What follows belongs to an exercise in optimizing a design on an open flow for small area; a production flow would make more cautious choices.
In this exercise RTL edits were held to simulation tests only and were not proved equivalent to the original.

==> flow/design.v (outline; a module is shown in full before it is edited, if it fits) <==
// module life16: 1028 lines
module life16(input clk, input load, input [255:0] data, output reg [255:0] q);
  // ...
==> flow/flow/run.sh <==
#!/bin/bash
# Own layout flow: the standard ORFS flow (the standard.sh, unchanged synthesis), with
# minimum-size port buffers and a clock tree built from smaller buffers without dummy loads.
set -euo pipefail
bash standard.sh synth > synth.log 2>&1
bash standard.sh \
  "BUFFER_PORTS_ARGS=-buffer_cell sky130_fd_sc_hd__buf_1" \
  "CTS_ARGS=-sink_clustering_enable -repair_clock_nets -dont_use_dummy_load -buf_list {sky130_fd_sc_hd__clkbuf_4 sky130_fd_sc_hd__clkbuf_8}" \
  finish > layout.log 2>&1
==> flow/standard.sh <==
#!/bin/bash
# synth_recipe.tcl (not shown) runs the flow's synth.tcl, then flattens the netlist and writes it again
# the make line also repeats each setting of config.mk as NAME=value (left out here)
make -C /OpenROAD-flow-scripts/flow DESIGN_CONFIG=/design/flow/config.mk WORK_HOME=/design/flow/orfs CLKGATE_MAP_FILE= SYNTH_SCRIPT=/design/flow/synth_recipe.tcl "${@:-finish}"
==> flow/config.mk <==
export PLATFORM = sky130hd
export DESIGN_NAME = life16
export DESIGN_NICKNAME = life16
export VERILOG_FILES = /design/flow/design.v
export SDC_FILE = /design/flow/constraint.sdc
export NUM_CORES = 4
export LEC_CHECK = 0
export CAP_MARGIN = 20
export CORE_MARGIN = 2
export CORE_UTILIZATION = 40
export SLEW_MARGIN = 20
==> flow/constraint.sdc <==
create_clock -name core_clock -period 5.0 [get_ports {clk}]
set_input_delay 1.0000 -clock core_clock [delete_from_list [all_inputs] [get_ports {clk}]]
set_output_delay 1.0000 -clock core_clock [all_outputs]
set_load 0.01 [all_outputs]
==> impl_metrics.ini, run 1 <==
[status]
status = no timing/DRC/antenna violations

[cells_and_area]
final_cell_mix = buf_1, inv_1, nand2_1
n_all_buffers = 520
multiInputGateArea_sq_um = 28250
fillers = 9088
clockBufferCount = 59
buf_share_pct = 5.143
largest_reg_flops = 256
final_common_cell = buf_1
num_antenna_cells = 2

[sta]
max_slew.worst_pin.slew_ps = 1122
hold_viol = 0
fin_crit_sh_pct = 59.08
rsz0062_at_grt = no
maxSlewHeadroom_pct = 25.22

[synth]
yosysTopAreaCell = dfxtp_1
yosysTopAreaCellShare_pct = 14.47
synth_fa_ha_area_share_pct = 23.23
ys_types = 79

[critical_path]
crit_path_frequent_cell = inv_1
critPathBufInv = 2
critPathLaunch = q[212]
crit_slowest_cell = fa_1

[drt]
antenna_left = 0
top_layer = met4
wirelength_um = 121800

[grt]
busiest_layer = met2
grt_pass1_wl_um = 184500
use_met3_pct = 4.603

[floorplan]
fp.dieH_um = 301.5
dieArea_sq_um = 90920

[placement]
dp_hpwl_um = 100000
place.gp.congestion = 0.9258
==> inputs of run 2 (changes only) <==
==> flow/run.sh (new file) <==
#!/bin/bash
# synth_recipe.tcl (not shown) runs the flow's synth.tcl, then flattens the netlist and writes it again
# the make line also repeats each setting of config.mk as NAME=value (left out here)
make -C /OpenROAD-flow-scripts/flow DESIGN_CONFIG=/design/flow/config.mk WORK_HOME=/design/flow/orfs CLKGATE_MAP_FILE= SYNTH_SCRIPT=/design/flow/synth_recipe.tcl finish
removed: flow/flow/run.sh
removed: flow/standard.sh
==> run 2 against run 1 <==
Effect of this change: still clean on timing, DRC and antenna; sequential cell count is the same; wire length up 2.0%; final area increased by 9.1%; sequential share of layout area down 1.1 points; hold slack gained 42 ps; area after synthesis is the same; synthesized cell count unchanged; global-route usage up 0.65 points.
==> impl_metrics.ini, run 2 <==
[sta]
rsz0062_at_grt = no
timing.fmax_mhz = 339.8
fin_crit_sh_pct = 58.87
max_slew.worst_pin.slew_ps = 901.5
hold_ws_ps = 517.9
maxSlewViolCount = 0
maxSlewHeadroom_pct = 39.90
period_needed_ps = 2943
hold_viol = 0
worst_slack_ps = 2057
finalClockSkew_ps = 21.30
fin_setup_tns_ps = 0
setup_viol = 0

[cells_and_area]
regMostFlops = q
drive_gt1_share_pct = 2.558
stdcell_count = 6130
final_cell_mix = clkdlybuf4s50_1, inv_1, nand2_1
largest_reg_flops = 256
top_regs = q (256)
final_nets = 5701
area_growth_pct = 21.02
utilization_pct = 48.64
final_area_sq_um = 42850
final_common_cell = clkdlybuf4s50_1

[drt]
wirelength_um = 124200
wl_per_cell_um = 20.26
drcViolationCount = 0
viasPerCell = 5.705
first_iter_violations = 2575
first_pass_iters = 5
dr_total_vias = 34970
antenna_left = 0

[placement]
dp_hpwl_um = 101300
place.gp.congestion = 0.9203
placed_cells = 6063
placed_cell_area_sq_um = 41620
post-place-ws_ps = 2003
portBuffers = 513

[grt]
grtUsageTotal_pct = 26.56
grt_overflow = 0
grt_pass1_wl_um = 189000
first_global_vias = 32680
grt_max_degree = 165
antenna_found_initial = 1

[clock_network]
post_cts_resized = 0
htree_levels = 2
clock_path_buffers = 3
cts.sinks = 256
clk_pin_slew_ps = 60
cts_buffers = 40
cts_root_buf = clkbuf_16
postCtsSetupRepairBufs = 0
postCtsHoldBufs = 0
clk_latency_ps = 580
cts_tree = done

[critical_path]
critPathBufInv = 1
crit_required_ps = 4000
end_kind = output pin
cp_max_fo = 7
criticalPathCategory = reg2out
slowest_delay_ps = 700
critPathTopFamily = flip-flops
path_cells = clkdlybuf4s50_1
arrival_ps = 1940
start_kind = register
crit_slowest_cell = dfxtp_1

[synth]
synthTopCellsByCount = inv_1, nand2_1, a21oi_1
async_reset_ff_share_pct = 0
yosysSeqAreaShare_pct = 14.47
ys_types = 79
netlist_top_cells_area = dfxtp_1, fa_1, ha_1, xnor2_1, a21oi_1
yosysTopAreaCell = dfxtp_1
netlist_instances = 4485
yosys_warnings = 1
synth_edf_count = 0
yosysMostFrequentCell = inv_1
synth_area_sq_um = 35410
syn_area_per_cell_sq_um = 7.895
synth_nets = 5246
ys.flop_type = dfxtp_1
yosysTopAreaCellShare_pct = 14.47
ys_seq_elements = 256

[status]
status = no timing/DRC/antenna violations

[floorplan]
fp.dieH_um = 301.5
die_w_um = 301.5
dieArea_sq_um = 90920
rows = 109
coreArea_sq_um = 88100
num_io_pins = 514
start_util_pct = 40.19

[run]
cap_violations = 0

[hold_path]
hp-class = reg2reg
-- run 2: cells by family after synthesis --
logic type / count (synthesis) / synth area share [%]
xor gates and xnor gates: 474 / 12.09
adders and majority gates: 504 / 23.23
AOI/OAI and AO/OA: 1184 / 20.79
DFF: 256 / 14.47
and+or+nand+nor: 1502 / 22.54
muxes: 38 / 1.134
buffers and inverters: 527 / 5.738
-- run 2: layout make-up --
class                   count  area, sq um
diodes                      1        2.502
clock inverters             7        42.54
inverters                 423         1593
well taps                1165         1458
fillers                  8638        45250
multi-input cells        3702        28250
repair buffers            517         5195
clock buffers              59         1184
flip-flops and latches    256         5125
-- run 2: per-layer routing --
layer | GRT usage [%] | share of wire (%) | vias up
met2 | 42.96 | 46 | 1004
met1 | 35.76 | 44 | 16680
met3 | 4.236 | 6.5 | 191
met4 | 9.465 | 3.7 | 0
met5 | 0 | 0 | -
li1 | - | - | 17100
-- run 2: path summary, 6_finish.rpt --
kind	start	cells after the start	end	slack (ps)
setup / recovery	q[163]	1	q[163]	2060
hold / removal	q[216]	2	q[216]	520
setup reg to reg	q[208]	9	q[193]	2060
hold reg to reg	q[216]	2	q[216]	520

what the ideal ports hide:
No port has a modelled driver above. Below, the same layouts with a new extraction and two added sets of constraints. Step 1 (the two cells are an assumption about what drives the block):
set clk [get_ports {clk}]
set_driving_cell -lib_cell sky130_fd_sc_hd__clkbuf_16 $clk
set_driving_cell -lib_cell sky130_fd_sc_hd__buf_2 [delete_from_list [all_inputs] $clk]
Step 2 adds t to the input delays and takes it off the output delays; t is the mean of the earliest and latest rising clock arrival at the registers after step 1. Input paths then give back, and output paths get back, about the clock's delay inside the block. Three values: no drivers, after step 1, after step 2; two values: the first two.
run | t (ns) | slack for setup (ns) | worst setup path at the end | clock arrival spread, ns
run 1 | 0.748 | 2.046 / 2.046 / 2.046 | register to register | 0.053 / 0.054
run 2 | 0.635 | 2.057 / 1.990 / 1.960 | input to register | 0.027 / 0.027
After both steps every run listed still meets setup and hold. For run 2, which loses most, drivers alone change the setup slack by -0.067 ns; drivers and shift together by -0.097 ns.
